Source: an optimization exercise on an open RTL-to-GDS flow (aim: small area and a short achievable clock period). Production flows keep margins and buffers that such runs may drop. At most, simulation tests tie the RTL to the original design; equivalence was not proved. The RTL of run 6 was laid out without a check of its function. Power and IR drop assume default switching activity.

`flow/flow/run.sh`:
```
#!/bin/bash
# Layout flow: the standard ORFS flow, with
#  - port buffers of a fast, small cell instead of the default delay buffer,
#  - a clock tree without dummy balancing loads,
#  - timing repair aimed below the 16 ns clock (the clock and the SDC are unchanged;
#    repair only tries to leave more slack than the default margin).
set -euo pipefail
cd "$(dirname "$0")/.."
export BUFFER_PORTS_ARGS="-buffer_cell sky130_fd_sc_hd__buf_2"
export SETUP_SLACK_MARGIN=11.8
export CTS_ARGS="-sink_clustering_enable -repair_clock_nets -dont_use_dummy_load -buf_list {sky130_fd_sc_hd__clkbuf_8 sky130_fd_sc_hd__clkbuf_16} -sink_clustering_size 24 -sink_clustering_max_diameter 60"
bash standard.sh > standard.log 2>&1
```
`flow/standard.sh`:
```
#!/bin/bash
# synth_recipe.tcl (not shown) runs the flow's synth.tcl, then flattens the netlist and writes it again
# the make line also repeats each setting of config.mk as NAME=value (left out here)
make -C /OpenROAD-flow-scripts/flow DESIGN_CONFIG=/design/flow/config.mk WORK_HOME=/design/flow/orfs CLKGATE_MAP_FILE= SYNTH_SCRIPT=/design/flow/synth_recipe.tcl "${@:-finish}"
```
`flow/config.mk`:
```
export PLATFORM = sky130hd
export DESIGN_NAME = arm
export DESIGN_NICKNAME = arm
export VERILOG_FILES = /design/flow/design.v
export SDC_FILE = /design/flow/constraint.sdc
export NUM_CORES = 4
export LEC_CHECK = 0
export CAP_MARGIN = 20
export CORE_MARGIN = 2
export CORE_UTILIZATION = 55
export SLEW_MARGIN = 20
export SYNTH_HIERARCHICAL = 1
export SYNTH_MINIMUM_KEEP_SIZE = 0
```
`flow/constraint.sdc`:
```
create_clock -name core_clock -period 16.0 [get_ports {clk}]
set_input_delay 3.2000 -clock core_clock [delete_from_list [all_inputs] [get_ports {clk}]]
set_output_delay 3.2000 -clock core_clock [all_outputs]
set_load 0.01 [all_outputs]
```
`flow/design.v`:
```
module arm (
    input  logic        clk, rst,
    input  logic [31:0] Instr,
    input  logic [31:0] ReadData,
    output logic [31:0] WriteData,
    output logic [31:0] PC, ALUResult,
    output logic        MemWrite
);
    logic [31:0] PCF, InstrD;
    logic        RegWriteE, MemtoRegE, MemWriteE, BranchE, ALUSrcE, FlagWE;
    logic        CondExE, BranchTakenE;
    logic        SubE, LogE, OrrE;               
    logic [3:0]  RA1E, RA2E, WA3E;
    logic [31:0] RD1E, RD2E;
    logic [23:0] ImmE;
    logic        ImmMemE, ImmBrE;                
    logic        selAM, selAP, selAR, selBM, selBP, selBR;    
    logic        RegWriteM, MemtoRegM, MemWriteM;
    logic [3:0]  WA3M;
    logic [31:0] ALUOutM, WriteDataM;
    logic [31:0] rf [0:14];
    logic [14:0] rf_valid;
    assign PC        = PCF;
    assign ALUResult = ALUOutM;
    assign WriteData = WriteDataM;
    assign MemWrite  = MemWriteM;
    logic isDP, isADD, isSUB, isAND, isORR, isLDR, isSTR, isMEM, isB, isBT;
    assign isADD = (InstrD[27:26] == 2'b00) && (InstrD[24:21] == 4'b0100);
    assign isSUB = (InstrD[27:26] == 2'b00) && (InstrD[24:21] == 4'b0010);
    assign isAND = (InstrD[27:21] == 7'b0000000);
    assign isORR = (InstrD[27:21] == 7'b0001100);
    assign isLDR = (InstrD[27:20] == 8'b01011001);
    assign isSTR = (InstrD[27:20] == 8'b01011000);
    assign isMEM = isLDR | isSTR;
    assign isB   = (InstrD[27:24] == 4'b1010);
    assign isBT  = isB & CondExE;        
    assign isDP  = isADD | isSUB | isAND | isORR;
    logic [3:0] rn, RA1D, RA2D;
    assign rn   = InstrD[19:16];
    assign RA1D = isBT ? 4'd15 : rn;
    assign RA2D = isMEM ? InstrD[15:12] : InstrD[3:0];
    logic ldrStallD, PCWrPendingF, StallF, FlushD, FlushE;
    assign ldrStallD    = ((RA1D == WA3E) ^ (RA2D == WA3E)) & MemtoRegE;
    assign PCWrPendingF = BranchE ? !CondExE : isBT;
    assign StallF       = ldrStallD ^ PCWrPendingF;
    assign FlushD       = PCWrPendingF | BranchTakenE;
    assign FlushE       = ldrStallD ^ BranchTakenE;
    logic [31:0] PCPlus4F, ResultM, RD1D, RD2D, AO1, AO2;
    logic [3:0]  nRA1E, nRA2E;
    logic        fwdW1, fwdW2;
    logic [14:0] rs1, rs2;
    assign PCPlus4F = PCF + 32'd4;
    assign ResultM  = MemtoRegM ? ReadData : ALUOutM;
    assign nRA1E = FlushE ? RA1E : RA1D;
    assign nRA2E = FlushE ? RA2E : RA2D;
    assign fwdW1 = RegWriteM && (FlushE ? (RA1E == WA3M) : (RA1D == WA3M));
    assign fwdW2 = RegWriteM && (FlushE ? (RA2E == WA3M) : (RA2D == WA3M));
    always_comb
        for (int i = 0; i < 15; i++) begin
            rs1[i] = !isBT && rf_valid[i] && rn == i;
            rs2[i] = rf_valid[i] && RA2D == i;
        end
    assign RD1D = fwdW1 ? ResultM : AO1;
    assign RD2D = fwdW2 ? ResultM : AO2;
    for (genvar b = 0; b < 32; b++) begin : g_rd
        logic [17:0] c1, s1, c2, s2;
        logic [5:0]  n1, n2;
        for (genvar i = 0; i < 15; i++) begin : g_col
            assign c1[i] = rf[i][b];
            assign c2[i] = rf[i][b];
        end
        assign c1[17:15] = {2'b0, PCPlus4F[b]};
        assign s1        = {2'b0, isBT, rs1};
        assign c2[17:15] = 3'b0;
        assign s2        = {3'b0, rs2};
        for (genvar k = 0; k < 5; k++) begin : g_ao
            rf_aoi222 u1 (.a0(c1[3*k]), .s0(s1[3*k]), .a1(c1[3*k+1]), .s1(s1[3*k+1]),
                          .a2(c1[3*k+2]), .s2(s1[3*k+2]), .yn(n1[k]));
            rf_aoi222 u2 (.a0(c2[3*k]), .s0(s2[3*k]), .a1(c2[3*k+1]), .s1(s2[3*k+1]),
                          .a2(c2[3*k+2]), .s2(s2[3*k+2]), .yn(n2[k]));
        end
        rf_nand2 u1x (.a(c1[15]), .b(s1[15]), .y(n1[5]));
        rf_nand6 u1o (.a(n1), .y(AO1[b]));
        rf_nand5 u2o (.a(n2[4:0]), .y(AO2[b]));
        assign n2[5] = 1'b1;
    end
    logic [31:0] ExtImmE, SrcAE, SrcBE, WriteDataE;
    logic selAPc, selARd;
    always_comb begin
        if (ImmMemE)     ExtImmE = {20'b0, ImmE[11:0]};
        else if (ImmBrE) ExtImmE = {{6{ImmE[23]}}, ImmE[23:0], 2'b00};
        else             ExtImmE = {{24{ImmE[7]}}, ImmE[7:0]};
    end
    assign selAPc = selAP & !BranchTakenE;
    assign selARd = selAR | (selAP & BranchTakenE);
    assign SrcAE = ({32{selAM}} & ALUOutM) | ({32{selAPc}} & PCF) | ({32{selARd}} & RD1E);
    assign WriteDataE = ({32{selBM}} & ALUOutM) | ({32{selBP}} & PCF) | ({32{selBR}} & RD2E);
    assign SrcBE = ALUSrcE ? ExtImmE : WriteDataE;
    logic [31:0] bm, sum, gen, prp, ALUResultE;
    logic        cout;
    logic [33:0] sum34;
    assign bm    = SrcBE ^ {32{SubE}};
    assign sum34 = {1'b0, SrcAE, 1'b1} + {1'b0, bm, SubE};
    assign sum   = sum34[32:1];
    assign cout  = sum34[33];
    assign gen   = SrcAE & bm;         
    assign prp   = SrcAE ^ bm;
    assign ALUResultE = LogE ? (OrrE ? (gen | prp) : gen) : sum;
    logic [31:0] need;
    logic zSum, zLog;
    assign need = {SrcAE[30:0] | bm[30:0], SubE};
    assign zSum = &(~(prp ^ need));
    assign zLog = ~|(OrrE ? (gen | prp) : gen);
    logic fN, fZ, fC, fV;
    assign fN = FlagWE & ALUResultE[31];
    assign fZ = FlagWE & (LogE ? zLog : zSum);
    assign fC = FlagWE & ~LogE & cout;
    assign fV = FlagWE & ~LogE & ~SubE & (SrcAE[31] == SrcBE[31]) & (SrcAE[31] ^ sum[31]);
    logic CondExD;
    always_comb begin
        case (InstrD[31:28])
            4'b0000: CondExD = fZ;
            4'b0001: CondExD = !fZ;
            4'b0010: CondExD = fC;
            4'b0011: CondExD = !fC;
            4'b0100: CondExD = fN;
            4'b0101: CondExD = !fN;
            4'b0110: CondExD = fV;
            4'b0111: CondExD = !fV;
            4'b1000: CondExD = !fZ && fC;
            4'b1001: CondExD = fZ || !fC;
            4'b1010: CondExD = !(fN ^ fV);
            4'b1011: CondExD = fN ^ fV;
            4'b1100: CondExD = !fZ && !(fN ^ fV);
            4'b1101: CondExD = fZ || (fN ^ fV);
            4'b1110: CondExD = 1'b1;
            default: CondExD = 1'b0;
        endcase
    end
    logic [31:0] PCPrime;
    assign PCPrime = BranchTakenE ? sum : PCPlus4F;
    logic [3:0] nWA3M;
    logic       nRWM, nAM, nBM;
    assign nWA3M = BranchTakenE ? WA3M : WA3E;
    assign nRWM  = BranchTakenE ? RegWriteM : (RegWriteE & CondExE);
    assign nAM   = nRWM & (nRA1E == nWA3M);
    assign nBM   = nRWM & (nRA2E == nWA3M);
    always_ff @(posedge clk) begin
        if (rst)          PCF <= 32'b0;
        else if (!StallF) PCF <= PCPrime;
        if (FlushD || rst)   InstrD <= 32'b0;
        else if (!ldrStallD) InstrD <= Instr;
        RA1E    <= nRA1E;
        RA2E    <= nRA2E;
        selAM   <= nAM;
        selAP   <= !nAM & !fwdW1 & (nRA1E == 4'd15);
        selAR   <= !nAM & (fwdW1 | (!FlushE & (nRA1E != 4'd15)));
        selBM   <= nBM;
        selBP   <= !nBM & !fwdW2 & (nRA2E == 4'd15);
        selBR   <= !nBM & (fwdW2 | (!FlushE & (nRA2E != 4'd15)));
        WA3E    <= InstrD[15:12];
        RD1E    <= RD1D;
        RD2E    <= RD2D;
        ImmE    <= InstrD[23:0];
        ImmMemE <= isMEM;
        ImmBrE  <= isBT;
        if (!FlushE) begin
            RegWriteE    <= isDP | isLDR;
            MemtoRegE    <= isLDR;
            MemWriteE    <= isSTR;
            SubE         <= isSUB;
            LogE         <= isAND | isORR;
            OrrE         <= isORR;
            BranchE      <= isBT;
            ALUSrcE      <= ((isADD | isSUB) & InstrD[25]) | isMEM | isBT;
            FlagWE       <= isDP & InstrD[20];
            CondExE      <= CondExD;
            BranchTakenE <= isBT & CondExD;
        end else begin
            RegWriteE    <= 1'b0;
            MemtoRegE    <= 1'b0;
            MemWriteE    <= 1'b0;
            SubE         <= 1'b0;
            LogE         <= 1'b0;
            OrrE         <= 1'b0;
            BranchE      <= 1'b0;
            ALUSrcE      <= 1'b0;
            FlagWE       <= 1'b0;
            CondExE      <= 1'b0;
            BranchTakenE <= 1'b0;
        end
        if (!BranchTakenE) begin
            RegWriteM  <= RegWriteE & CondExE;
            MemtoRegM  <= MemtoRegE;
            MemWriteM  <= MemWriteE & CondExE;
            WriteDataM <= WriteDataE;
            ALUOutM    <= ALUResultE;
            WA3M       <= WA3E;
        end
        for (int i = 0; i < 15; i++)
            if (RegWriteM && WA3M == i) rf[i] <= ResultM;
        rf_valid <= (rst ? 15'b0 : rf_valid) | ({14'b0, RegWriteM} << WA3M);
    end
endmodule
module rf_aoi222 (
    input  logic a0, s0, a1, s1, a2, s2,
    output logic yn
);
    assign yn = ~((a0 & s0) | (a1 & s1) | (a2 & s2));
endmodule
module rf_nand5 (
    input  logic [4:0] a,
    output logic       y
);
    assign y = ~&a;
endmodule
module rf_nand2 (
    input  logic a, b,
    output logic y
);
    assign y = ~(a & b);
endmodule
module rf_nand6 (
    input  logic [5:0] a,
    output logic       y
);
    assign y = ~&a;
endmodule
```
==> results of run 1 <==
-- metrics by stage --
stage | total power [mW] | cells | hold WS [ps] | instance area (um2) | worst slack (ps)
2_1_floorplan | 2.423 | 3012 | 325.8 | 35860 | 11860
3_3_place_gp | 2.579 | 3945 | 334.6 | 37790 | 10630
3_5_place_dp | 2.586 | 3945 | 341.9 | 37790 | 10400
4_1_cts | 3.777 | 4180 | 352.3 | 41310 | 11450
5_1_grt | 3.910 | 4219 | 355.6 | 42200 | 11440
6_report | 3.823 | 4223 | 348.8 | 42210 | 11420
-- modules after synthesis (local to each module, per instance) --
module | flops+latches | copies in the design | cell area, um2
arm | 745 | 1 | 31740
rf_nand6 | 0 | 32 | 13.76
rf_aoi222 | 0 | 320 | 10.01
rf_nand2 | 0 | 32 | 3.754
rf_nand5 | 0 | 32 | 11.26
-- metal layers --
metal  vias up  wire length [um]  global-route usage
met5         -                10                   0
met4         2              9596              0.2251
met3       501             21020             0.09305
met2      2748             61670              0.6060
met1     15150             52110              0.5649
li1      12890                 -                   -
-- power groups by stage --
stage / logic (mW) / registers (mW) / clock network, mW
after floorplan: 0.209 / 2.21 / 0
after global placement: 0.341 / 2.24 / 0
after detailed placement: 0.347 / 2.24 / 0
after CTS: 0.407 / 2.18 / 1.19
after global routing: 0.467 / 2.18 / 1.26
final: 0.446 / 2.18 / 1.20
-- logic make-up (layout without fill, tap and decap cells) --
group / Yosys count / in the layout / synth area share
multiplexers: 129 / 129 / 0.03995
XOR/XNOR: 135 / 135 / 0.03297
AO/OA/AOI/OAI: 808 / 808 / 0.1802
other: 0 / 4 / 0
AND/OR/NAND/NOR: 835 / 835 / 0.1180
buffers and inverters: 272 / 624 / 0.02990
flip-flops: 745 / 745 / 0.5683
adder cells (fa/ha/maj): 88 / 88 / 0.03070
-- how the worst max path moves through the flow --
stage	start	end	slack, ps	cells after the start
global route	ALUOutM[17]	ALUResult[17]	11440	1
detailed placement	ImmBrE	BranchTakenE	10400	14
floorplan	ImmMemE	BranchTakenE	11860	17
finish	ALUOutM[17]	ALUResult[17]	11420	1
CTS	ALUOutM[17]	ALUResult[17]	11450	1
global placement	ImmBrE	BranchTakenE	10630	15
-- cells in the final DEF, fill, tap and decap left out, drive strengths merged, types with 88 or more instances in the layout --
master	Yosys	final
a21oi	118	118
a222oi	368	368
buf	27	448
dfxtp	199	199
edfxtp	546	546
ha	88	88
inv	114	113
mux2	103	103
nand2	266	266
nand3	130	130
nor2	126	126
o21ai	120	120
-- what timing repair did --
item,in CTS,in global routing
gates resized for setup,211,119
endpoints found under the setup margin,241,185
cloned,5,5
pin swaps,70,66
buffers inserted,179,34
-- cell type report --
cell class,instances,area (um2),area share
inverters,117,446.7,0.01058
clock buffers,51,1276,0.03024
well taps,855,1070,0.02534
flip-flops and latches,745,20530,0.4864
repair inverters,1,5.005,0.0001186
repair buffers,455,3546,0.08401
diodes,4,10.01,0.0002371
multi-input cells,1995,15320,0.3631
-- sequential cells by signal (all words and copies together) (netlist names), 4 cells and up --
name / flops
ALUOutM: 32
ImmE: 24
InstrD: 32
PCF: 32
RA1E: 4
RA2E: 4
RD1E: 32
RD2E: 32
WA3M: 4
WriteDataM: 32
rf: 480
rf_valid: 15
==> results.py, run 1 <==
metrics = {
    "worst_setup_path": {
        "worst_setup_path_start_kind": "flip-flop",
        "critPathKind": "reg2out",
        "cp_slowest_stage_delay_ps": 550,
        "path_cells": "buf_2",
        "cp_data_arrival_time_ps": 1380,
        "crit_path_max_fanout": 4,
        "critical-path-slowest-cell": "sky130_fd_sc_hd__edfxtp_1",
        "r2r-start": "BranchTakenE",
        "ff_to_ff_end": "BranchTakenE",
        "r2r_cells": 20,
        "timing.critical_path.max_delay_family": "flip-flops",
        "cp_data_required_time_ps": 12800,
        "regToRegSetupSlack_ps": 11620,
        "worst_setup_ep_type": "primary output",
        "timing.critical_path.buf_inv": 1,
    },
    "sta": {
        "tightest_slew_ps": 886.2,
        "fmax_mhz": 218.2,
        "setup-tns-final_ps": 0,
        "timing.slew.headroom": 0.4084,
        "finalSetupViolCount": 0,
        "rsz0062_at_grt": "yes",
        "hold_viol": 0,
        "final.min_clock_period_ps": 4582,
        "finalMaxSlewViolations": 0,
        "final_min_period_over_clock_period": 0.2864,
        "timing.clock.skew_ps": 112.9,
    },
    "synth": {
        "synth-edff-count": 546,
        "synth.avg_cell_area_um2": 11.91,
        "ys_dominant_reg_cell": "sky130_fd_sc_hd__edfxtp_1",
        "synthesized_netlist_cell_count": 3012,
        "synth.most_common_cell": "sky130_fd_sc_hd__edfxtp_1",
        "netlist.top_cell.by_area": "sky130_fd_sc_hd__edfxtp_1",
        "synth-warning-count": 8,
        "postSynth.asyncResetShare": 0,
        "synth_area_leaders": "sky130_fd_sc_hd__edfxtp_1, sky130_fd_sc_hd__dfxtp_1, sky130_fd_sc_hd__a222oi_1",
        "synth.cells.most_frequent": "sky130_fd_sc_hd__edfxtp_1, sky130_fd_sc_hd__a222oi_1, sky130_fd_sc_hd__nand2_1",
        "synth_seq_area_share": 0.5683,
        "syn-cell-area_um2": 35860,
        "yosys_register_bits": 745,
        "synth_largest_type_area_fraction": 0.4572,
        "postSynthNetCount": 3166,
        "netlist-cell-type-count": 81,
    },
    "grt": {
        "grt_overflow_total": 0,
        "grt_start_max_net_pins": 67,
        "number_of_antenna_violations_at_the_first_check_in_global_routing": 2,
        "groute.usage.overall": 0.4112,
        "via_count_of_the_first_global_routing_pass": 29550,
        "grt_pass1_wl_mm": 200.6,
    },
    "route": {
        "drtIter0Drc": 6548,
        "avgViaCountPerCell": 7.409,
        "drc_markers": 0,
        "detailed_routing_iteration_count_for_the_pre_antenna_repair_pass": 12,
        "drt-wirelength-per-cell_um": 34.20,
        "wirelength_mm": 144.4,
        "vias": 31290,
        "drt.antenna.violating_nets": 0,
    },
    "power_and_ir_drop": {
        "power-per-cell-area_nw_per_um2": 90.56,
        "swShare": 0.2519,
        "power.clock.fraction": 0.313,
        "vdd.ir_drop.worst_mv": 0.07892,
        "internal_power_mw": 2.860,
        "comb_power_share": 0.117,
        "power.leakage_nw": 15.79,
        "share_seq_of_total_power": 0.571,
        "net-switching-power_mw": 0.9627,
    },
    "worst_hold_path": {
        "hold_path.startpoint": "InstrD[7]",
        "min_path_cells": 0,
        "hold_path_class": "reg2reg",
        "holdPathEnd": "ImmE[7]",
    },
    "cells_and_area": {
        "fill_cell_total_of_the_finished_layout": 4934,
        "layout.nets": 3520,
        "area.growth.synth_to_final_pct": 17.70,
        "final_core_util": 0.6548,
        "final_layout_size_suffix_gt1_frac": 0.2381,
    },
    "run": {
        "maxCapViolations": 0,
    },
    "clock_tree": {
        "cts_tree": "built",
        "clkLatencyLatePin_ps": 670,
        "clk_path_buf_depth": 3,
        "clkTransAtPathRegs_ps": 70,
        "clock-sinks": 745,
        "ctsHoldBuffers": 0,
        "cts_max_level": 2,
        "cts.root.buffer_cell": "sky130_fd_sc_hd__clkbuf_16",
        "cts_inserted_buffers": 51,
    },
    "floorplanning": {
        "dieArea_um2": 67270,
        "effective_utilization_at_floorplan": 0.5563,
        "design.portCount": 163,
        "floorplan.die.width_um": 259.4,
        "std_cell_rows": 93,
        "core_region_area_um2": 64460,
        "die_height_um": 259.4,
    },
    "placed_design": {
        "portBuffers": 162,
        "dp_hpwl_mm": 89.38,
        "globalplace.congestion": 0.9999,
    },
    "status": {
        "outcome": "finished clean",
    },
}
==> inputs of run 2 (changes only) <==
--- a/flow/flow/run.sh
+++ b/flow/flow/run.sh
@@ -7,6 +7,6 @@
 set -euo pipefail
 cd "$(dirname "$0")/.."
 export BUFFER_PORTS_ARGS="-buffer_cell sky130_fd_sc_hd__buf_2"
-export SETUP_SLACK_MARGIN=11.8
+export SETUP_SLACK_MARGIN=11.5
 export CTS_ARGS="-sink_clustering_enable -repair_clock_nets -dont_use_dummy_load -buf_list {sky130_fd_sc_hd__clkbuf_8 sky130_fd_sc_hd__clkbuf_16} -sink_clustering_size 24 -sink_clustering_max_diameter 60"
 bash standard.sh > standard.log 2>&1
==> run 2 against run 1 <==
Compared with the run above: still clean on timing, DRC and antenna; critical path depth unchanged; clock skew up 13 ps; wire length down 2.1%; non-clock buffer count down 116; worst hold slack got worse by 2.6 ps; die area stayed put; synthesized cell count stayed put; sequential share of layout area rose by 2.1 points; critical endpoint unchanged; highest routed layer is now met4.
==> results.py, run 2 <==
metrics = {
    "status": {
        "outcome": "finished clean",
    },
    "floorplanning": {
        "die_height_um": 259.4,
        "std_cell_rows": 93,
        "floorplan.die.width_um": 259.4,
        "effective_utilization_at_floorplan": 0.5563,
        "core_region_area_um2": 64460,
        "dieArea_um2": 67270,
        "design.portCount": 163,
    },
    "synth": {
        "synth.most_common_cell": "sky130_fd_sc_hd__edfxtp_1",
        "syn-cell-area_um2": 35860,
        "ys_dominant_reg_cell": "sky130_fd_sc_hd__edfxtp_1",
        "synth-edff-count": 546,
        "synth.cells.most_frequent": "sky130_fd_sc_hd__edfxtp_1, sky130_fd_sc_hd__a222oi_1, sky130_fd_sc_hd__nand2_1",
        "yosys_register_bits": 745,
        "synth-warning-count": 8,
        "postSynth.asyncResetShare": 0,
        "synthesized_netlist_cell_count": 3012,
        "postSynthNetCount": 3166,
        "netlist-cell-type-count": 81,
        "synth_area_leaders": "sky130_fd_sc_hd__edfxtp_1, sky130_fd_sc_hd__dfxtp_1, sky130_fd_sc_hd__a222oi_1",
        "synth_seq_area_share": 0.5683,
        "netlist.top_cell.by_area": "sky130_fd_sc_hd__edfxtp_1",
        "synth.avg_cell_area_um2": 11.91,
        "synth_largest_type_area_fraction": 0.4572,
    },
    "sta": {
        "setup-tns-final_ps": 0,
        "tightest_slew_ps": 1120,
        "fmax_mhz": 217.9,
        "timing.clock.skew_ps": 126.1,
        "final.min_clock_period_ps": 4590,
        "finalSetupViolCount": 0,
        "timing.slew.headroom": 0.2531,
        "hold_viol": 0,
        "rsz0062_at_grt": "yes",
        "finalMaxSlewViolations": 0,
        "final_min_period_over_clock_period": 0.2869,
    },
    "placed_design": {
        "portBuffers": 162,
        "dpl_cell_area_um2": 37790,
        "dp_hpwl_mm": 88.70,
        "globalplace.congestion": 0.9885,
        "placedCellCount": 3944,
    },
    "worst_setup_path": {
        "crit_path_max_fanout": 3,
        "cp.depth": 1,
        "endpoint": "ALUResult[17]",
        "timing.critical_path.max_delay_family": "flip-flops",
        "timing.critical_path.buf_inv": 1,
        "timing.critical_path.from": "ALUOutM[17]",
        "ff_to_ff_end": "BranchTakenE",
        "cp_data_required_time_ps": 12800,
        "path_cells": "buf_6",
        "r2r-start": "ALUOutM[25]",
        "worst_setup_ep_type": "primary output",
        "critical-path-slowest-cell": "sky130_fd_sc_hd__edfxtp_1",
        "regToRegSetupSlack_ps": 11590,
        "r2r_cells": 18,
        "critPathKind": "reg2out",
        "cp_slowest_stage_delay_ps": 540,
        "worst_setup_path_start_kind": "flip-flop",
        "cp_data_arrival_time_ps": 1390,
    },
    "run": {
        "maxCapViolations": 0,
    },
    "cells_and_area": {
        "area.growth.synth_to_final_pct": 12.36,
        "final_layout_size_suffix_gt1_frac": 0.1900,
        "layout.cells.most_common_list": "sky130_fd_sc_hd__edfxtp_1, sky130_fd_sc_hd__a222oi_1, sky130_fd_sc_hd__nand2_1, sky130_fd_sc_hd__buf_4, sky130_fd_sc_hd__dfxtp_1",
        "largest_register_ffs": 480,
        "final_non_filler_cell_total": 4107,
        "fill_cell_total_of_the_finished_layout": 5221,
        "layout.nets": 3403,
        "final_core_util": 0.6251,
        "final_area_um2": 40300,
        "registers.top_by_ff_count": "rf",
        "mostFrequentLayoutCell": "sky130_fd_sc_hd__edfxtp_1",
    },
    "route": {
        "detailed_routing_iteration_count_for_the_pre_antenna_repair_pass": 13,
        "drc_markers": 0,
        "drt-wirelength-per-cell_um": 34.42,
        "avgViaCountPerCell": 7.431,
        "drt.antenna.violating_nets": 0,
        "vias": 30520,
        "drtIter0Drc": 6497,
        "wirelength_mm": 141.4,
    },
    "clock_tree": {
        "clkTransAtPathRegs_ps": 100,
        "cts_tree": "built",
        "clock-sinks": 745,
        "ctsHoldBuffers": 0,
        "clk_path_buf_depth": 3,
        "cts_max_level": 2,
        "clkLatencyLatePin_ps": 680,
        "cts_inserted_buffers": 50,
        "cts.root.buffer_cell": "sky130_fd_sc_hd__clkbuf_16",
    },
    "power_and_ir_drop": {
        "power.leakage_nw": 14.98,
        "power-per-cell-area_nw_per_um2": 93.50,
        "vdd.ir_drop.worst_mv": 0.09314,
    },
    "grt": {
        "via_count_of_the_first_global_routing_pass": 28590,
        "groute.usage.overall": 0.4069,
        "grt_overflow_total": 0,
        "number_of_antenna_violations_at_the_first_check_in_global_routing": 3,
        "grt_start_max_net_pins": 84,
        "grt_pass1_wl_mm": 197.4,
    },
    "worst_hold_path": {
        "hold_path_class": "reg2reg",
    },
}
[run 2: cell counts after synthesis]
No cell type changed its count.
[run 2: repair_timing]
action | CTS | global route
gates resized for setup | 49 | 75
buffers inserted | 74 | 32
setup endpoints to repair | 155 | 100
pin swaps | 37 | 23
gates cloned | 1 | 1
[run 2: per-module statistics from Yosys (local to each module, per instance)]
module | cells inside | area [um2] | flops+latches
rf_aoi222 | 1 | 10.01 | 0
rf_nand6 | 2 | 13.76 | 0
rf_nand5 | 2 | 11.26 | 0
rf_nand2 | 1 | 3.754 | 0
arm | 2532 | 31740 | 745
[run 2: stage by stage]
stage	power [mW]	hold WS [ps]	setup slack [ps]
6_report	3.768	346.2	11410
5_1_grt	3.856	351.5	11400
4_1_cts	3.741	354.0	11430
3_5_place_dp	2.585	340.0	10520
3_3_place_gp	2.579	335.5	10590
2_1_floorplan	2.423	325.8	11770
[run 2: routing by layer]
metal | GRT usage | wire, um | up-vias
met2 | 0.6149 | 62060 | 2586
met5 | 0 | 0 | -
met1 | 0.5479 | 50730 | 14870
met4 | 0.2101 | 8596 | 0
li1 | - | - | 12640
met3 | 0.09695 | 19980 | 424
[run 2: worst min-delay path by stage]
| stage | startpoint | end | slack, ps | depth (start not counted) |
|---|---|---|---|---|
| 3_3_place_gp | InstrD[10] | ImmE[10] | 340 | 0 |
| 6_report | InstrD[7] | ImmE[7] | 350 | 0 |
| 3_5_place_dp | InstrD[9] | ImmE[9] | 340 | 0 |
| 2_1_floorplan | InstrD[23] | ImmE[23] | 330 | 0 |
| 5_1_grt | InstrD[7] | ImmE[7] | 350 | 0 |
| 4_1_cts | InstrD[7] | ImmE[7] | 350 | 0 |
[run 2: cells by family (layout without fill, tap and decap cells)]
family                   after synthesis  count (layout)  synth area share
multiplexers                         129             129           0.03995
flip-flops                           745             745            0.5683
AND/OR/NAND/NOR                      835             836            0.1180
adder cells (fa/ha/maj)               88              88           0.03070
XOR/XNOR                             135             135           0.03297
AO/OA/AOI/OAI                        808             808            0.1802
buffers and inverters                272             506           0.02990
other                                  0               5                 0
[run 2: cell type report]
class,instances,area (um2),area share
diodes,5,12.51,0.0003105
well taps,855,1070,0.02655
multi-input cells,1996,14880,0.3692
inverters,117,446.7,0.01108
clock buffers,50,1251,0.03105
flip-flops and latches,745,20440,0.5071
repair buffers,339,2205,0.05471
[run 2: worst register-to-register path, delay by kind of cell (launching register included)]
family	cells	cell delay, ps
XOR/XNOR	1	140
AO/OA/AOI/OAI	6	1010
flip-flops	1	520
AND/OR/NAND/NOR	7	1640
buffers and inverters	3	500
adder cells (fa/ha/maj)	1	400
[run 2: power by group]
group	switching, mW	internal, mW	leakage [nW]	total (mW)
sequential	0.0501	2.14	6.87	2.19
combinational	0.263	0.133	7.49	0.396
clock	0.630	0.550	0.616	1.18
total	0.943	2.83	15.0	3.77
==> inputs of run 3 (changes only) <==
==> flow/config.mk (replaced) <==
export PLATFORM = sky130hd
export DESIGN_NAME = arm
export DESIGN_NICKNAME = arm
export VERILOG_FILES = /design/flow/design.v
export SDC_FILE = /design/flow/constraint.sdc
export NUM_CORES = 4
export LEC_CHECK = 0
export CAP_MARGIN = 10
export CORE_MARGIN = 2
export CORE_UTILIZATION = 65
export SLEW_MARGIN = 10
export SYNTH_HIERARCHICAL = 1
export SYNTH_MINIMUM_KEEP_SIZE = 0
==> run 3 against run 2 <==
Compared with the run above: wire length is 3.6% lower; worst hold slack worse by 6.7 ps; die area is 15% lower; sequential cell count stayed put; final cell count is 3.9% lower; largest power group unchanged; sequential share of layout area is 0.39 points higher; still clean; clock power is 3% lower.
==> results.py, run 3 <==
metrics = {
    "status": {
        "outcome": "finished clean",
    },
    "sta": {
        "setup-tns-final_ps": 0,
        "timing.slew.headroom": 0.1626,
        "final_min_period_over_clock_period": 0.2866,
        "finalMaxSlewViolations": 0,
        "setup_slack_ps": 11410,
        "rsz0062_at_grt": "yes",
        "final.min_clock_period_ps": 4586,
        "timing.clock.skew_ps": 103.1,
        "final.hold.worst_slack_ps": 339.6,
        "fmax_mhz": 218.1,
        "tightest_slew_ps": 1256,
        "hold_viol": 0,
        "finalSetupViolCount": 0,
    },
    "cells_and_area": {
        "area.growth.synth_to_final_pct": 11.46,
        "layout.nets": 3398,
        "largest_register_ffs": 480,
        "final_layout_size_suffix_gt1_frac": 0.1897,
        "fill_cell_total_of_the_finished_layout": 3738,
        "final_core_util": 0.7299,
        "layout.cells.most_common_list": "sky130_fd_sc_hd__edfxtp_1, sky130_fd_sc_hd__a222oi_1, sky130_fd_sc_hd__nand2_1, sky130_fd_sc_hd__buf_4, sky130_fd_sc_hd__dfxtp_1",
        "seqCellArea_um2": 20430,
        "registers.top_by_ff_count": "rf",
        "multi_input_comb_area_um2": 14820,
        "final_non_filler_cell_total": 3946,
        "antenna-diode-count": 0,
        "mostFrequentLayoutCell": "sky130_fd_sc_hd__edfxtp_1",
        "final_area_um2": 39970,
    },
    "route": {
        "drtIter0Drc": 6628,
        "drt-wirelength-per-cell_um": 34.52,
        "drc_markers": 0,
        "detailed_routing_iteration_count_for_the_pre_antenna_repair_pass": 20,
        "avgViaCountPerCell": 7.899,
        "drt.antenna.violating_nets": 0,
        "wirelength_mm": 136.2,
        "vias": 31170,
    },
    "clock_tree": {
        "cts.root.buffer_cell": "sky130_fd_sc_hd__clkbuf_16",
        "ctsHoldBuffers": 0,
        "clkTransAtPathRegs_ps": 70,
        "cts_inserted_buffers": 48,
        "cts_tree": "built",
        "clk_path_buf_depth": 3,
        "clock-sinks": 745,
        "cts_max_level": 2,
        "clkLatencyLatePin_ps": 650,
    },
    "worst_setup_path": {
        "critPathKind": "reg2out",
        "timing.critical_path.max_delay_family": "flip-flops",
        "regToRegSetupSlack_ps": 11580,
        "worst_setup_path_start_kind": "flip-flop",
        "cp_slowest_stage_delay_ps": 590,
        "timing.critical_path.buf_inv": 1,
        "cp_data_required_time_ps": 12800,
        "cp_data_arrival_time_ps": 1390,
        "path_cells": "buf_2",
        "worst_setup_ep_type": "primary output",
        "crit_path_max_fanout": 4,
        "critical-path-slowest-cell": "sky130_fd_sc_hd__edfxtp_1",
    },
    "synth": {
        "netlist.top_cell.by_area": "sky130_fd_sc_hd__edfxtp_1",
        "netlist-cell-type-count": 81,
        "synth_largest_type_area_fraction": 0.4572,
        "synth_seq_area_share": 0.5683,
        "postSynth.asyncResetShare": 0,
        "syn-cell-area_um2": 35860,
        "synth.avg_cell_area_um2": 11.91,
        "synth-warning-count": 8,
        "postSynthNetCount": 3166,
        "synthesized_netlist_cell_count": 3012,
        "synth.most_common_cell": "sky130_fd_sc_hd__edfxtp_1",
        "synth_area_leaders": "sky130_fd_sc_hd__edfxtp_1, sky130_fd_sc_hd__dfxtp_1, sky130_fd_sc_hd__a222oi_1",
        "synth-edff-count": 546,
        "synth.cells.most_frequent": "sky130_fd_sc_hd__edfxtp_1, sky130_fd_sc_hd__a222oi_1, sky130_fd_sc_hd__nand2_1",
        "yosys_register_bits": 745,
        "ys_dominant_reg_cell": "sky130_fd_sc_hd__edfxtp_1",
    },
    "placed_design": {
        "worst_case_setup_slack_after_placement_ps": 10590,
        "dpl_cell_area_um2": 37580,
        "placedCellCount": 3791,
        "portBuffers": 162,
        "dp_hpwl_mm": 85.19,
        "globalplace.congestion": 1.058,
    },
    "grt": {
        "via_count_of_the_first_global_routing_pass": 29520,
        "grt_start_max_net_pins": 95,
        "grt_pass1_wl_mm": 192.1,
        "number_of_antenna_violations_at_the_first_check_in_global_routing": 3,
        "grt_overflow_total": 0,
        "groute.usage.overall": 0.4647,
    },
    "floorplanning": {
        "floorplan.die.width_um": 238.9,
        "effective_utilization_at_floorplan": 0.6548,
        "core_region_area_um2": 54770,
        "die_height_um": 238.9,
        "std_cell_rows": 86,
        "design.portCount": 163,
        "dieArea_um2": 57070,
    },
    "power_and_ir_drop": {
        "power.leakage_nw": 14.93,
        "power-per-cell-area_nw_per_um2": 93.19,
        "power.total_mw": 3.725,
        "vdd.ir_drop.worst_mv": 0.1166,
    },
    "worst_hold_path": {
        "hold_path_class": "reg2reg",
    },
    "run": {
        "maxCapViolations": 0,
    },
}
run 3: cell counts after synthesis:
No cell type changed its count.
run 3: modules after synthesis (local to each module, per instance):
| module | flip-flops and latches | cells inside | copies in the design |
|---|---|---|---|
| rf_nand2 | 0 | 1 | 32 |
| arm | 745 | 2532 | 1 |
| rf_nand6 | 0 | 2 | 32 |
| rf_aoi222 | 0 | 1 | 320 |
| rf_nand5 | 0 | 2 | 32 |
run 3: power by group:
part	switching, mW	internal [mW]	leakage [nW]	total (mW)
sequential	0.0537	2.14	6.87	2.20
clock	0.614	0.529	0.592	1.14
combinational	0.257	0.129	7.47	0.386
total	0.925	2.80	14.9	3.73
run 3: path summary, 6_finish.rpt:
check / startpoint / end / depth (start not counted)
worst min-delay path: InstrD[10] / ImmE[10] / 0
worst max register to register: BranchTakenE / BranchTakenE / 18
worst min register to register: InstrD[10] / ImmE[10] / 0
worst max-delay path: ALUOutM[18] / ALUResult[18] / 1
run 3: layout make-up:
class,instances,share of cell area
Sequential cell,745,0.5110
Multi-Input combinational cell,1996,0.3707
Timing Repair Buffer,336,0.05490
Clock buffer,48,0.03005
Inverter,117,0.01124
Tap cell,704,0.02204
run 3: kinds of logic (layout without fill, tap and decap cells):
logic type,after synthesis,in the layout,share of synthesized area
flip-flops,745,745,0.5683
XOR/XNOR,135,135,0.03297
multiplexers,129,129,0.03995
AO/OA/AOI/OAI,808,808,0.1802
buffers and inverters,272,501,0.02990
AND/OR/NAND/NOR,835,836,0.1180
adder cells (fa/ha/maj),88,88,0.03070
run 3: per-layer routing:
layer,vias to the layer above,track usage,wire length [um]
met5,-,0.003463,11
met3,637,0.1398,22360
met2,3187,0.6935,58470
met1,14710,0.6028,45610
met4,2,0.2742,9776
li1,12640,-,-
run 3: repair_timing:
| action | in CTS | in global routing |
|---|---|---|
| gates resized for setup | 54 | 57 |
| pin swaps | 44 | 17 |
| endpoints found under the setup margin | 167 | 92 |
| gates cloned | 1 | 2 |
| buffers inserted | 84 | 20 |
==> inputs of run 4 (changes only) <==
--- a/flow/design.v
+++ b/flow/design.v
@@ -93,8 +93,13 @@
     end
     assign selAPc = selAP & !BranchTakenE;
     assign selARd = selAR | (selAP & BranchTakenE);
-    assign SrcAE = ({32{selAM}} & ALUOutM) | ({32{selAPc}} & PCF) | ({32{selARd}} & RD1E);
-    assign WriteDataE = ({32{selBM}} & ALUOutM) | ({32{selBP}} & PCF) | ({32{selBR}} & RD2E);
+    logic [31:0] SrcAn, WDn;
+    for (genvar b = 0; b < 32; b++) begin : g_op
+        rf_aoi222 ua (.a0(ALUOutM[b]), .s0(selAM), .a1(PCF[b]), .s1(selAPc), .a2(RD1E[b]), .s2(selARd), .yn(SrcAn[b]));
+        rf_aoi222 ub (.a0(ALUOutM[b]), .s0(selBM), .a1(PCF[b]), .s1(selBP), .a2(RD2E[b]), .s2(selBR), .yn(WDn[b]));
+    end
+    assign SrcAE      = ~SrcAn;
+    assign WriteDataE = ~WDn;
     assign SrcBE = ALUSrcE ? ExtImmE : WriteDataE;
     logic [31:0] bm, sum, gen, prp, ALUResultE;
     logic        cout;
==> run 4 against run 3 <==
Compared with the run above: final cell count fell by 4.0%; via count shrank 2.0%; register-to-register slack got worse by 130 ps; worst hold slack gained 15 ps; global-route usage rose by 2.5 points; combinational power increased by 2%.
==> results.py, run 4 <==
metrics = {
    "worst_setup_path": {
        "critical-path-slowest-cell": "sky130_fd_sc_hd__edfxtp_1",
        "worst_setup_ep_type": "primary output",
        "cp_slowest_stage_delay_ps": 540,
        "cp_data_required_time_ps": 12800,
        "timing.critical_path.buf_inv": 1,
        "crit_path_max_fanout": 4,
        "worst_setup_path_start_kind": "flip-flop",
        "path_cells": "buf_2",
        "critPathKind": "reg2out",
        "timing.critical_path.max_delay_family": "flip-flops",
        "cp_data_arrival_time_ps": 1360,
    },
    "run": {
        "maxCapViolations": 0,
    },
    "grt": {
        "groute.usage.overall": 0.4901,
        "via_count_of_the_first_global_routing_pass": 29100,
        "number_of_antenna_violations_at_the_first_check_in_global_routing": 1,
        "grt_overflow_total": 0,
        "grt_start_max_net_pins": 63,
        "grt_pass1_wl_mm": 196.3,
    },
    "synth": {
        "synth-warning-count": 8,
        "postSynthNetCount": 2980,
        "synth_largest_type_area_fraction": 0.4680,
        "yosys_register_bits": 745,
        "netlist.top_cell.by_area": "sky130_fd_sc_hd__edfxtp_1",
        "syn-cell-area_um2": 35030,
        "synthesized_netlist_cell_count": 2826,
        "synth-edff-count": 546,
        "synth.cells.most_frequent": "sky130_fd_sc_hd__edfxtp_1, sky130_fd_sc_hd__a222oi_1, sky130_fd_sc_hd__nand2_1",
        "synth_seq_area_share": 0.5817,
        "synth.most_common_cell": "sky130_fd_sc_hd__edfxtp_1",
        "synth.avg_cell_area_um2": 12.40,
        "postSynth.asyncResetShare": 0,
        "netlist-cell-type-count": 75,
        "ys_dominant_reg_cell": "sky130_fd_sc_hd__edfxtp_1",
        "synth_area_leaders": "sky130_fd_sc_hd__edfxtp_1, sky130_fd_sc_hd__dfxtp_1, sky130_fd_sc_hd__a222oi_1",
    },
    "floorplanning": {
        "core_region_area_um2": 53600,
        "die_height_um": 236.2,
        "floorplan.die.width_um": 236.2,
        "design.portCount": 163,
        "effective_utilization_at_floorplan": 0.6536,
        "dieArea_um2": 55770,
        "std_cell_rows": 85,
    },
    "clock_tree": {
        "clkTransAtPathRegs_ps": 90,
        "clk_path_buf_depth": 3,
        "cts_max_level": 2,
        "cts_inserted_buffers": 47,
        "clkLatencyLatePin_ps": 650,
        "cts.root.buffer_cell": "sky130_fd_sc_hd__clkbuf_16",
        "ctsHoldBuffers": 0,
        "cts_tree": "built",
        "clock-sinks": 745,
    },
    "placed_design": {
        "globalplace.congestion": 1.113,
        "portBuffers": 162,
        "dp_hpwl_mm": 86.27,
        "dpl_cell_area_um2": 36960,
    },
    "sta": {
        "finalMaxSlewViolations": 0,
        "tightest_slew_ps": 1442,
        "fmax_mhz": 219.5,
        "final_min_period_over_clock_period": 0.2847,
        "rsz0062_at_grt": "yes",
        "final.min_clock_period_ps": 4555,
        "timing.clock.skew_ps": 75.45,
        "setup-tns-final_ps": 0,
        "finalSetupViolCount": 0,
        "timing.slew.headroom": 0.03888,
        "hold_viol": 0,
    },
    "power_and_ir_drop": {
        "power.total_mw": 3.734,
        "power-per-cell-area_nw_per_um2": 94.79,
        "vdd.ir_drop.worst_mv": 0.08833,
        "power.leakage_nw": 14.96,
    },
    "route": {
        "avgViaCountPerCell": 8.059,
        "wirelength_mm": 141.0,
        "detailed_routing_iteration_count_for_the_pre_antenna_repair_pass": 13,
        "drt.antenna.violating_nets": 0,
        "vias": 30540,
        "drtIter0Drc": 7911,
        "drc_markers": 0,
        "drt-wirelength-per-cell_um": 37.22,
    },
    "cells_and_area": {
        "layout.nets": 3246,
        "layout.cells.most_common_list": "sky130_fd_sc_hd__edfxtp_1, sky130_fd_sc_hd__a222oi_1, sky130_fd_sc_hd__nand2_1, sky130_fd_sc_hd__dfxtp_1, sky130_fd_sc_hd__buf_2",
        "multi_input_comb_area_um2": 14230,
        "registers.top_by_ff_count": "rf",
        "area.growth.synth_to_final_pct": 12.43,
        "final_layout_size_suffix_gt1_frac": 0.1935,
        "final_core_util": 0.7349,
        "seqCellArea_um2": 20430,
        "fill_cell_total_of_the_finished_layout": 3681,
        "largest_register_ffs": 480,
        "mostFrequentLayoutCell": "sky130_fd_sc_hd__edfxtp_1",
        "final_area_um2": 39390,
    },
    "worst_hold_path": {
        "hold_path_class": "reg2reg",
    },
    "status": {
        "outcome": "finished clean",
    },
}
run 4: changes by cell type in the layout (fill, tap and decap cells not counted), sizes merged, moves of 23 or more:
cell	before	now
nand3	130	107
a21oi	118	148
xor2	53	86
o21ai	120	84
a22oi	28	5
nand2	267	220
run 4: final timing paths:
kind / start / end / slack (ps) / cells past startpoint
hold reg to reg: InstrD[10] / ImmE[10] / 350 / 0
setup reg to reg: InstrD[24] / RD2E[30] / 11450 / 11
setup / recovery: ALUOutM[1] / ALUResult[1] / 11440 / 1
hold / removal: InstrD[10] / ImmE[10] / 350 / 0
run 4: where the power goes:
group / switching (mW) / leakage [nW] / internal (mW)
Combinational: 0.260 / 7.53 / 0.133
Clock: 0.616 / 0.579 / 0.520
Sequential: 0.0553 / 6.85 / 2.15
Total: 0.931 / 15.0 / 2.80
run 4: timing repair:
item / 4_1_cts / 5_1_grt
endpoints found under the hold margin: 0 / 0
buffers inserted: 36 / 56
pin swaps: 10 / 30
gates cloned: 6 / 0
gates resized for setup: 68 / 62
endpoints found under the setup margin: 164 / 130
run 4: area by class of cell:
cell class,count,area share
timing repair inverter,1,0.0001906
clock buffer,47,0.02986
inverter,133,0.01299
timing repair buffer,325,0.05479
sequential,745,0.5187
tap,696,0.02211
multi-input combinational,1839,0.3612
antenna,3,0.0001906
run 4: cells by family after synthesis:
kind of cell	after synthesis	synth area share
compound gates	764	0.1760
flops	745	0.5817
simple gates	685	0.09853
buf+inv	247	0.02821
xor+xnor	152	0.03853
mux	145	0.04564
fa+ha+maj	88	0.03143
run 4: Yosys stat by module (local to each module, per instance):
module / area (um2) / flip-flops and latches / copies in the design
arm: 30270 / 745 / 1
rf_aoi222: 10.01 / 0 / 384
rf_nand2: 3.754 / 0 / 32
rf_nand5: 11.26 / 0 / 32
rf_nand6: 13.76 / 0 / 32
run 4: routing by layer:
metal,GRT usage,share of wire,up-vias,wire length [um]
met4,0.3049,0.079,2,11180
li1,-,-,12070,-
met2,0.7111,0.42,3266,59460
met3,0.1843,0.18,740,25220
met1,0.6232,0.32,14460,45140
met5,0.01039,0.00030,-,42
run 4: metrics by stage:
step                setup WS (ps)  cells  hold slack [ps]
floorplan                   11500   2826            330.6
global placement            10560   3641            341.9
detailed placement          10460   3641            339.0
CTS                         11440   3730            356.2
global route                11350   3786            361.5
finish                      11440   3789            354.9
==> inputs of run 5 (changes only) <==
==> flow/config.mk (replaced) <==
export PLATFORM = sky130hd
export DESIGN_NAME = arm
export DESIGN_NICKNAME = arm
export VERILOG_FILES = /design/flow/design.v
export SDC_FILE = /design/flow/constraint.sdc
export NUM_CORES = 4
export LEC_CHECK = 0
export CAP_MARGIN = 20
export CORE_MARGIN = 2
export CORE_UTILIZATION = 55
export SLEW_MARGIN = 20
export SYNTH_HIERARCHICAL = 1
export SYNTH_MINIMUM_KEEP_SIZE = 0
==> run 5 against run 4 <==
Compared with the run above: area after synthesis unchanged; wire length decreased by 1.7%; worst hold slack got worse by 18 ps; clock power about the same; sequential power about the same; non-clock buffer count increased by 42; power about the same; synthesized cell count unchanged; first-iteration DRC count decreased by 22%.
==> results.py, run 5 <==
metrics = {
    "grt": {
        "grt_pass1_wl_mm": 194.4,
        "grt_overflow_total": 0,
        "groute.usage.overall": 0.4060,
        "grt_start_max_net_pins": 70,
        "via_count_of_the_first_global_routing_pass": 28050,
        "number_of_antenna_violations_at_the_first_check_in_global_routing": 1,
    },
    "worst_setup_path": {
        "r2r-start": "InstrD[24]",
        "worst_setup_ep_type": "primary output",
        "endpoint": "ALUResult[6]",
        "cp_slowest_stage_delay_ps": 530,
        "worst_setup_path_start_kind": "flip-flop",
        "crit_path_max_fanout": 2,
        "path_cells": "buf_2",
        "critPathKind": "reg2out",
        "critical-path-slowest-cell": "sky130_fd_sc_hd__edfxtp_1",
        "r2r_cells": 11,
        "cp_data_arrival_time_ps": 1350,
        "cp.depth": 1,
        "timing.critical_path.from": "ALUOutM[6]",
        "cp_data_required_time_ps": 12800,
        "timing.critical_path.max_delay_family": "flip-flops",
        "regToRegSetupSlack_ps": 11540,
        "timing.critical_path.buf_inv": 1,
        "ff_to_ff_end": "RD2E[15]",
    },
    "floorplanning": {
        "die_height_um": 256.4,
        "core_region_area_um2": 63080,
        "design.portCount": 163,
        "dieArea_um2": 65740,
        "std_cell_rows": 92,
        "floorplan.die.width_um": 256.4,
        "effective_utilization_at_floorplan": 0.5554,
    },
    "sta": {
        "finalMaxSlewViolations": 0,
        "setup-tns-final_ps": 0,
        "rsz0062_at_grt": "yes",
        "final_min_period_over_clock_period": 0.2842,
        "finalSetupViolCount": 0,
        "timing.clock.skew_ps": 47.26,
        "final.min_clock_period_ps": 4547,
        "hold_viol": 0,
        "tightest_slew_ps": 1237,
        "timing.slew.headroom": 0.1754,
        "fmax_mhz": 219.9,
    },
    "synth": {
        "synth.cells.most_frequent": "sky130_fd_sc_hd__edfxtp_1, sky130_fd_sc_hd__a222oi_1, sky130_fd_sc_hd__nand2_1",
        "yosys_register_bits": 745,
        "synth_largest_type_area_fraction": 0.4680,
        "synth.most_common_cell": "sky130_fd_sc_hd__edfxtp_1",
        "ys_dominant_reg_cell": "sky130_fd_sc_hd__edfxtp_1",
        "synth_area_leaders": "sky130_fd_sc_hd__edfxtp_1, sky130_fd_sc_hd__dfxtp_1, sky130_fd_sc_hd__a222oi_1",
        "syn-cell-area_um2": 35030,
        "synth-edff-count": 546,
        "postSynth.asyncResetShare": 0,
        "synth-warning-count": 8,
        "synth.avg_cell_area_um2": 12.40,
        "netlist-cell-type-count": 75,
        "netlist.top_cell.by_area": "sky130_fd_sc_hd__edfxtp_1",
        "synth_seq_area_share": 0.5817,
        "synthesized_netlist_cell_count": 2826,
        "postSynthNetCount": 2980,
    },
    "route": {
        "detailed_routing_iteration_count_for_the_pre_antenna_repair_pass": 13,
        "vias": 29690,
        "drt.antenna.violating_nets": 0,
        "drtIter0Drc": 6132,
        "drt-wirelength-per-cell_um": 34.85,
        "avgViaCountPerCell": 7.464,
        "wirelength_mm": 138.6,
        "drc_markers": 0,
    },
    "clock_tree": {
        "clkLatencyLatePin_ps": 630,
        "cts_inserted_buffers": 47,
        "clk_path_buf_depth": 3,
        "cts_max_level": 2,
        "clock-sinks": 745,
        "cts.root.buffer_cell": "sky130_fd_sc_hd__clkbuf_16",
        "clkTransAtPathRegs_ps": 90,
        "cts_tree": "built",
    },
    "worst_hold_path": {
        "hold_path_class": "reg2reg",
    },
    "power_and_ir_drop": {
        "power.leakage_nw": 15.09,
        "power-per-cell-area_nw_per_um2": 93.61,
        "vdd.ir_drop.worst_mv": 0.09191,
    },
    "placed_design": {
        "dp_hpwl_mm": 85.11,
        "portBuffers": 162,
        "globalplace.congestion": 1.058,
        "placedCellCount": 3783,
    },
    "cells_and_area": {
        "layout.nets": 3287,
        "multi_input_comb_area_um2": 14230,
        "final_layout_size_suffix_gt1_frac": 0.2066,
        "mostFrequentLayoutCell": "sky130_fd_sc_hd__edfxtp_1",
        "fill_cell_total_of_the_finished_layout": 5048,
        "largest_register_ffs": 480,
        "final_non_filler_cell_total": 3978,
        "area.growth.synth_to_final_pct": 13.91,
        "registers.top_by_ff_count": "rf",
        "layout.cells.most_common_list": "sky130_fd_sc_hd__edfxtp_1, sky130_fd_sc_hd__a222oi_1, sky130_fd_sc_hd__nand2_1, sky130_fd_sc_hd__buf_4, sky130_fd_sc_hd__dfxtp_1",
        "seqCellArea_um2": 20440,
        "final_core_util": 0.6326,
    },
    "run": {
        "maxCapViolations": 0,
    },
    "status": {
        "outcome": "finished clean",
    },
}
-- run 5: cell families after synthesis --
kind of cell,share of synthesized area
muxes,0.04564
adders and majority gates,0.03143
buffers and inverters,0.02821
DFF,0.5817
AOI/OAI and AO/OA,0.1760
and+or+nand+nor,0.09853
xor gates and xnor gates,0.03853
-- run 5: repair_timing --
item,4_1_cts,5_1_grt
buffers inserted,88,54
hold buffers,0,0
setup endpoints to repair,179,111
hold endpoints to repair,0,0
pin swaps,44,36
gates resized for setup,60,63
gates cloned,3,2
-- run 5: area by class of cell --
type | count | share of cell area
repair buffers | 367 | 0.06233
well taps | 846 | 0.02652
flip-flops and latches | 745 | 0.5122
inverters | 133 | 0.01270
clock buffers | 47 | 0.02947
diodes | 1 | 0.00006271
repair inverters | 1 | 0.0001881
multi-input cells | 1838 | 0.3565
-- run 5: worst min path at each step --
stage	cells after the start	end	from	slack [ps]
6_report	0	ImmE[4]	InstrD[4]	340
5_1_grt	0	ImmE[4]	InstrD[4]	350
4_1_cts	0	ImmE[4]	InstrD[4]	340
3_5_place_dp	0	ImmE[5]	InstrD[5]	340
3_3_place_gp	0	ImmE[5]	InstrD[5]	340
2_1_floorplan	0	ImmE[10]	InstrD[10]	330
-- run 5: where the power goes --
group          internal (mW)  switching [mW]  leakage (nW)
clock network          0.520           0.615         0.579
registers               2.15          0.0536          6.85
logic                  0.142           0.255          7.66
total                   2.81           0.925          15.1
-- run 5: modules after synthesis (local to each module, per instance) --
module,cells inside,flops+latches
rf_nand5,2,0
arm,2282,745
rf_aoi222,1,0
rf_nand6,2,0
rf_nand2,1,0
-- run 5: per-stage QoR --
| stage | area (um2) | power, mW | hold slack [ps] | worst slack (ps) |
|---|---|---|---|---|
| 2_1_floorplan | 35080 | 2.441 | 330.6 | 11500 |
| 3_3_place_gp | 37110 | 2.581 | 337.3 | 10130 |
| 3_5_place_dp | 37120 | 2.588 | 337.1 | 10500 |
| 4_1_cts | 39200 | 3.705 | 338.5 | 11420 |
| 5_1_grt | 39900 | 3.828 | 348.4 | 11450 |
| 6_report | 39910 | 3.736 | 336.7 | 11450 |
-- run 5: per-layer routing --
layer  up-vias  GRT usage  share of wire
met3       522     0.1021           0.14
met1     14500     0.5344           0.36
met4         0     0.1969          0.058
met5         -          0              0
met2      2525     0.6308           0.45
li1      12150          -              -
==> inputs of run 6 (changes only) <==
--- a/flow/design.v
+++ b/flow/design.v
@@ -7,7 +7,7 @@
     output logic        MemWrite
 );
     logic [31:0] PCF, InstrD;
-    logic        RegWriteE, MemtoRegE, MemWriteE, BranchE, ALUSrcE, FlagWE;
+    logic        RegWriteE, MemtoRegE, MemWriteE, BranchE, FlagWE;
     logic        CondExE, BranchTakenE;
     logic        SubE, LogE, OrrE;               
     logic [3:0]  RA1E, RA2E, WA3E;
@@ -15,6 +15,7 @@
     logic [23:0] ImmE;
     logic        ImmMemE, ImmBrE;                
     logic        selAM, selAP, selAR, selBM, selBP, selBR;    
+    logic        selSM, selSP, selSR, selSI;                 
     logic        RegWriteM, MemtoRegM, MemWriteM;
     logic [3:0]  WA3M;
     logic [31:0] ALUOutM, WriteDataM;
@@ -29,16 +30,18 @@
     assign isSUB = (InstrD[27:26] == 2'b00) && (InstrD[24:21] == 4'b0010);
     assign isAND = (InstrD[27:21] == 7'b0000000);
     assign isORR = (InstrD[27:21] == 7'b0001100);
-    assign isLDR = (InstrD[27:20] == 8'b01011001);
-    assign isSTR = (InstrD[27:20] == 8'b01011000);
-    assign isMEM = isLDR | isSTR;
-    assign isB   = (InstrD[27:24] == 4'b1010);
+    logic isLDRr, isSTRr, isMEMr, isBr;
+    logic [3:0] RA2Dr;
+    assign isLDR = isLDRr;
+    assign isSTR = isSTRr;
+    assign isMEM = isMEMr;
+    assign isB   = isBr;
     assign isBT  = isB & CondExE;        
     assign isDP  = isADD | isSUB | isAND | isORR;
     logic [3:0] rn, RA1D, RA2D;
     assign rn   = InstrD[19:16];
     assign RA1D = isBT ? 4'd15 : rn;
-    assign RA2D = isMEM ? InstrD[15:12] : InstrD[3:0];
+    assign RA2D = RA2Dr;
     logic ldrStallD, PCWrPendingF, StallF, FlushD, FlushE;
     assign ldrStallD    = ((RA1D == WA3E) ^ (RA2D == WA3E)) & MemtoRegE;
     assign PCWrPendingF = BranchE ? !CondExE : isBT;
@@ -93,14 +96,10 @@
     end
     assign selAPc = selAP & !BranchTakenE;
     assign selARd = selAR | (selAP & BranchTakenE);
-    logic [31:0] SrcAn, WDn;
-    for (genvar b = 0; b < 32; b++) begin : g_op
-        rf_aoi222 ua (.a0(ALUOutM[b]), .s0(selAM), .a1(PCF[b]), .s1(selAPc), .a2(RD1E[b]), .s2(selARd), .yn(SrcAn[b]));
-        rf_aoi222 ub (.a0(ALUOutM[b]), .s0(selBM), .a1(PCF[b]), .s1(selBP), .a2(RD2E[b]), .s2(selBR), .yn(WDn[b]));
-    end
-    assign SrcAE      = ~SrcAn;
-    assign WriteDataE = ~WDn;
-    assign SrcBE = ALUSrcE ? ExtImmE : WriteDataE;
+    assign SrcAE = ({32{selAM}} & ALUOutM) | ({32{selAPc}} & PCF) | ({32{selARd}} & RD1E);
+    assign WriteDataE = ({32{selBM}} & ALUOutM) | ({32{selBP}} & PCF) | ({32{selBR}} & RD2E);
+    assign SrcBE = ({32{selSM}} & ALUOutM) | ({32{selSP}} & PCF) | ({32{selSR}} & RD2E) |
+                   ({32{selSI}} & ExtImmE);
     logic [31:0] bm, sum, gen, prp, ALUResultE;
     logic        cout;
     logic [33:0] sum34;
@@ -150,11 +149,30 @@
     assign nRWM  = BranchTakenE ? RegWriteM : (RegWriteE & CondExE);
     assign nAM   = nRWM & (nRA1E == nWA3M);
     assign nBM   = nRWM & (nRA2E == nWA3M);
+    logic ALUSrcD, nALUSrc;
+    assign ALUSrcD = ((isADD | isSUB) & InstrD[25]) | isMEM | isBT;
+    assign nALUSrc = !FlushE & ALUSrcD;
+    logic pLDR, pSTR;
+    assign pLDR = Instr[27:20] == 8'b01011001;
+    assign pSTR = Instr[27:20] == 8'b01011000;
     always_ff @(posedge clk) begin
         if (rst)          PCF <= 32'b0;
         else if (!StallF) PCF <= PCPrime;
-        if (FlushD || rst)   InstrD <= 32'b0;
-        else if (!ldrStallD) InstrD <= Instr;
+        if (FlushD || rst) begin
+            InstrD <= 32'b0;
+            isLDRr <= 1'b0;
+            isSTRr <= 1'b0;
+            isMEMr <= 1'b0;
+            isBr   <= 1'b0;
+            RA2Dr  <= 4'b0;
+        end else if (!ldrStallD) begin
+            InstrD <= Instr;
+            isLDRr <= pLDR;
+            isSTRr <= pSTR;
+            isMEMr <= pLDR | pSTR;
+            isBr   <= Instr[27:24] == 4'b1010;
+            RA2Dr  <= (pLDR | pSTR) ? Instr[15:12] : Instr[3:0];
+        end
         RA1E    <= nRA1E;
         RA2E    <= nRA2E;
         selAM   <= nAM;
@@ -163,6 +181,10 @@
         selBM   <= nBM;
         selBP   <= !nBM & !fwdW2 & (nRA2E == 4'd15);
         selBR   <= !nBM & (fwdW2 | (!FlushE & (nRA2E != 4'd15)));
+        selSI   <= nALUSrc;
+        selSM   <= !nALUSrc & nBM;
+        selSP   <= !nALUSrc & !nBM & !fwdW2 & (nRA2E == 4'd15);
+        selSR   <= !nALUSrc & !nBM & (fwdW2 | (!FlushE & (nRA2E != 4'd15)));
         WA3E    <= InstrD[15:12];
         RD1E    <= RD1D;
         RD2E    <= RD2D;
@@ -177,7 +199,6 @@
             LogE         <= isAND | isORR;
             OrrE         <= isORR;
             BranchE      <= isBT;
-            ALUSrcE      <= ((isADD | isSUB) & InstrD[25]) | isMEM | isBT;
             FlagWE       <= isDP & InstrD[20];
             CondExE      <= CondExD;
             BranchTakenE <= isBT & CondExD;
@@ -189,7 +210,6 @@
             LogE         <= 1'b0;
             OrrE         <= 1'b0;
             BranchE      <= 1'b0;
-            ALUSrcE      <= 1'b0;
             FlagWE       <= 1'b0;
             CondExE      <= 1'b0;
             BranchTakenE <= 1'b0;
==> run 6 against run 5 <==
Compared with the run above: sequential share of layout area is 0.32 points lower; register-to-register slack worse by 80 ps; area after synthesis is 3.1% higher; first-iteration DRC count is 8.5% higher; clock-buffer cell count is 4 higher; sequential power hardly changed; synthesized cell count is 3.5% higher; die area is 3.0% higher; power is 1.6% higher; clock skew is 37 ps higher; still clean on timing, DRC and antenna; sequential cell count is 11 higher.
==> results.py, run 6 <==
metrics = {
    "cells_and_area": {
        "registers.top_by_ff_count": "rf",
        "final_area_um2": 40600,
        "layout.nets": 3314,
        "largest_register_ffs": 480,
        "mostFrequentLayoutCell": "sky130_fd_sc_hd__edfxtp_1",
        "final_core_util": 0.6276,
    },
    "sta": {
        "rsz0062_at_grt": "yes",
        "setup_slack_ps": 11460,
        "tightest_slew_ps": 947.3,
        "timing.slew.headroom": 0.3661,
        "final_min_period_over_clock_period": 0.2836,
        "fmax_mhz": 220.4,
        "finalMaxSlewViolations": 0,
        "finalSetupViolCount": 0,
        "setup-tns-final_ps": 0,
        "hold_viol": 0,
    },
    "route": {
        "drt.antenna.violating_nets": 0,
        "maxUsedRoutingLayer": "met5",
        "avgViaCountPerCell": 7.417,
        "wirelength_mm": 140.6,
        "drt-wirelength-per-cell_um": 35.00,
        "m1WireLength_mm": 50.19,
        "drc_markers": 0,
    },
    "synth": {
        "ys_dominant_reg_cell": "sky130_fd_sc_hd__edfxtp_1",
        "postSynth.asyncResetShare": 0,
        "parity_gate_share_of_the_synthesized_area_counting_xor_and_xnor_cells": 0.03815,
        "synth_seq_area_share": 0.5705,
        "synth_area_leaders": "sky130_fd_sc_hd__edfxtp_1, sky130_fd_sc_hd__dfxtp_1, sky130_fd_sc_hd__a222oi_1",
        "yosys_register_bits": 756,
        "synth.most_common_cell": "sky130_fd_sc_hd__edfxtp_1",
        "synth_fa_ha_area_frac": 0.03050,
        "postSynthNetCount": 3079,
        "synth.avg_cell_area_um2": 12.34,
        "netlist.top_cell.by_area": "sky130_fd_sc_hd__edfxtp_1",
        "synth-warning-count": 8,
        "synthSimpleGateAreaFrac": 0.1031,
    },
    "worst_setup_path": {
        "timing.critical_path.from": "ImmE[7]",
        "timing.critical_path.max_delay_family": "compound AO/OA/AOI/OAI gates",
        "timing.critical_path.buf_inv": 0,
        "r2r_cells": 14,
        "worst_setup_path_start_kind": "flip-flop",
        "cp_slowest_stage_delay_ps": 750,
        "critical-path-slowest-cell": "sky130_fd_sc_hd__o31ai_1",
        "ff_to_ff_end": "BranchTakenE",
        "regToRegSetupSlack_ps": 11460,
        "path_cells": "mux2i_1 -> o31ai_1 -> xnor2_1 -> ha_1 -> xnor2_1 -> nor4_1 -> nand4_1 -> or3_1 -> o41ai_1 -> nor4b_1 -> mux2i_1 -> o2111ai_2 -> o31ai_2 -> o211ai_1",
        "crit_path_max_fanout": 9,
        "cp_data_required_time_ps": 16460,
        "cp_data_arrival_time_ps": 5000,
    },
    "floorplanning": {
        "die_height_um": 260.2,
        "floorplan.die.width_um": 260.2,
        "design.portCount": 163,
        "dieArea_um2": 67710,
        "core_region_area_um2": 64700,
        "std_cell_rows": 93,
    },
    "grt": {
        "via_count_of_the_first_global_routing_pass": 28430,
        "grt_pass1_wl_mm": 197.0,
        "grt_overflow_total": 0,
        "number_of_antenna_violations_at_the_first_check_in_global_routing": 3,
        "grt_start_max_net_pins": 69,
    },
    "placed_design": {
        "portBuffers": 162,
        "worst_case_setup_slack_after_placement_ps": 10770,
        "globalplace.congestion": 1.013,
    },
    "clock_tree": {
        "cts.root.buffer_cell": "sky130_fd_sc_hd__clkbuf_16",
        "clk_path_buf_depth": 3,
    },
    "power_and_ir_drop": {
        "power.leakage_nw": 15.56,
        "vdd.ir_drop.worst_mv": 0.1192,
    },
    "status": {
        "outcome": "finished clean",
    },
    "worst_hold_path": {
        "min_path_cells": 0,
        "hold_path.startpoint": "InstrD[5]",
    },
    "run": {
        "maxCapViolations": 0,
    },
}
## run 6: cell count changes in the layout (fill, tap and decap cells not counted), moves of 16 or more
cell	delta
sky130_fd_sc_hd__a21oi_1	-79
sky130_fd_sc_hd__a222oi_1	+30
sky130_fd_sc_hd__and3_1	+27
sky130_fd_sc_hd__buf_4	-30
sky130_fd_sc_hd__mux2i_1	+38
sky130_fd_sc_hd__nand2_1	-46
sky130_fd_sc_hd__nand3_1	+16
sky130_fd_sc_hd__nor2_1	+37
sky130_fd_sc_hd__xnor2_1	+40
sky130_fd_sc_hd__xor2_1	-42
## run 6: cell families (layout without fill, tap and decap cells)
| kind of cell | Yosys count | count (layout) |
|---|---|---|
| xor+xnor | 153 | 153 |
| other cells | 0 | 3 |
| compound gates | 729 | 729 |
| simple gates | 730 | 731 |
| fa+ha+maj | 88 | 88 |
| buf+inv | 291 | 523 |
| mux | 178 | 178 |
| flops | 756 | 756 |
## run 6: worst max path at each step
stage	slack [ps]	cells past startpoint	endpoint
6_report	11460	14	BranchTakenE
5_1_grt	11380	16	BranchTakenE
4_1_cts	11450	16	BranchTakenE
3_5_place_dp	10770	16	BranchTakenE
3_3_place_gp	10820	16	CondExE
2_1_floorplan	11530	21	CondExE
## run 6: power by group
part           internal, mW  switching [mW]
clock                 0.560           0.641
sequential             2.16          0.0477
combinational         0.132           0.251
## run 6: worst register-to-register path, stage by stage (launching register included)
cell                        delay (ps)
sky130_fd_sc_hd__dfxtp_1           550
sky130_fd_sc_hd__mux2i_1           160
sky130_fd_sc_hd__o31ai_1           750
sky130_fd_sc_hd__xnor2_1           230
sky130_fd_sc_hd__ha_1              470
sky130_fd_sc_hd__xnor2_1           280
sky130_fd_sc_hd__nor4_1            330
sky130_fd_sc_hd__nand4_1           140
sky130_fd_sc_hd__or3_1             480
sky130_fd_sc_hd__o41ai_1           160
sky130_fd_sc_hd__nor4b_1           120
sky130_fd_sc_hd__mux2i_1           210
sky130_fd_sc_hd__o2111ai_2         160
sky130_fd_sc_hd__o31ai_2           240
sky130_fd_sc_hd__o211ai_1          130
## run 6: stage by stage
| stage | hold WS [ps] | power [mW] | std cells |
|---|---|---|---|
| floorplan | 325.8 | 2.431 | 2925 |
| global placement | 335.3 | 2.577 | 3850 |
| detailed placement | 336.4 | 2.583 | 3850 |
| CTS | 345.2 | 3.773 | 3995 |
| global route | 345.5 | 3.879 | 4013 |
| finish | 339.1 | 3.794 | 4016 |
## run 6: area by class of cell
cell class,count,area (um2),area share
Sequential cell,756,20670,0.5090
Multi-Input combinational cell,1879,14780,0.3641
Timing Repair Buffer,337,2276,0.05605
Clock buffer,51,1276,0.03143
Tap cell,855,1070,0.02635
Inverter,135,525.5,0.01294
Antenna cell,3,7.507,0.0001849
## run 6: per-module statistics from Yosys (local to each module, per instance)
module,cells inside,flip-flops and latches,copies in the design
arm,2445,756,1
rf_nand6,2,0,32
rf_nand5,2,0,32
rf_aoi222,1,0,320
rf_nand2,1,0,32
## run 6: layer usage
metal | GRT usage | up-vias
li1 | - | 12390
met1 | 0.5438 | 14440
met2 | 0.6167 | 2520
met3 | 0.09425 | 433
met4 | 0.2132 | 2
met5 | 0 | -
## run 6: repair_timing
item / in CTS / in global routing
gates cloned: 3 / 1
buffers inserted: 91 / 16
resized for setup: 82 / 39
endpoints found under the setup margin: 167 / 86
pin swaps: 36 / 23

Setup slack of run 6, layout unchanged: 11.463 ns with ideal ports, 11.407 ns with driving cells assumed (clock clkbuf_16, inputs buf_2), 10.882 ns with port delays also shifted by the 0.682 ns mid clock arrival.
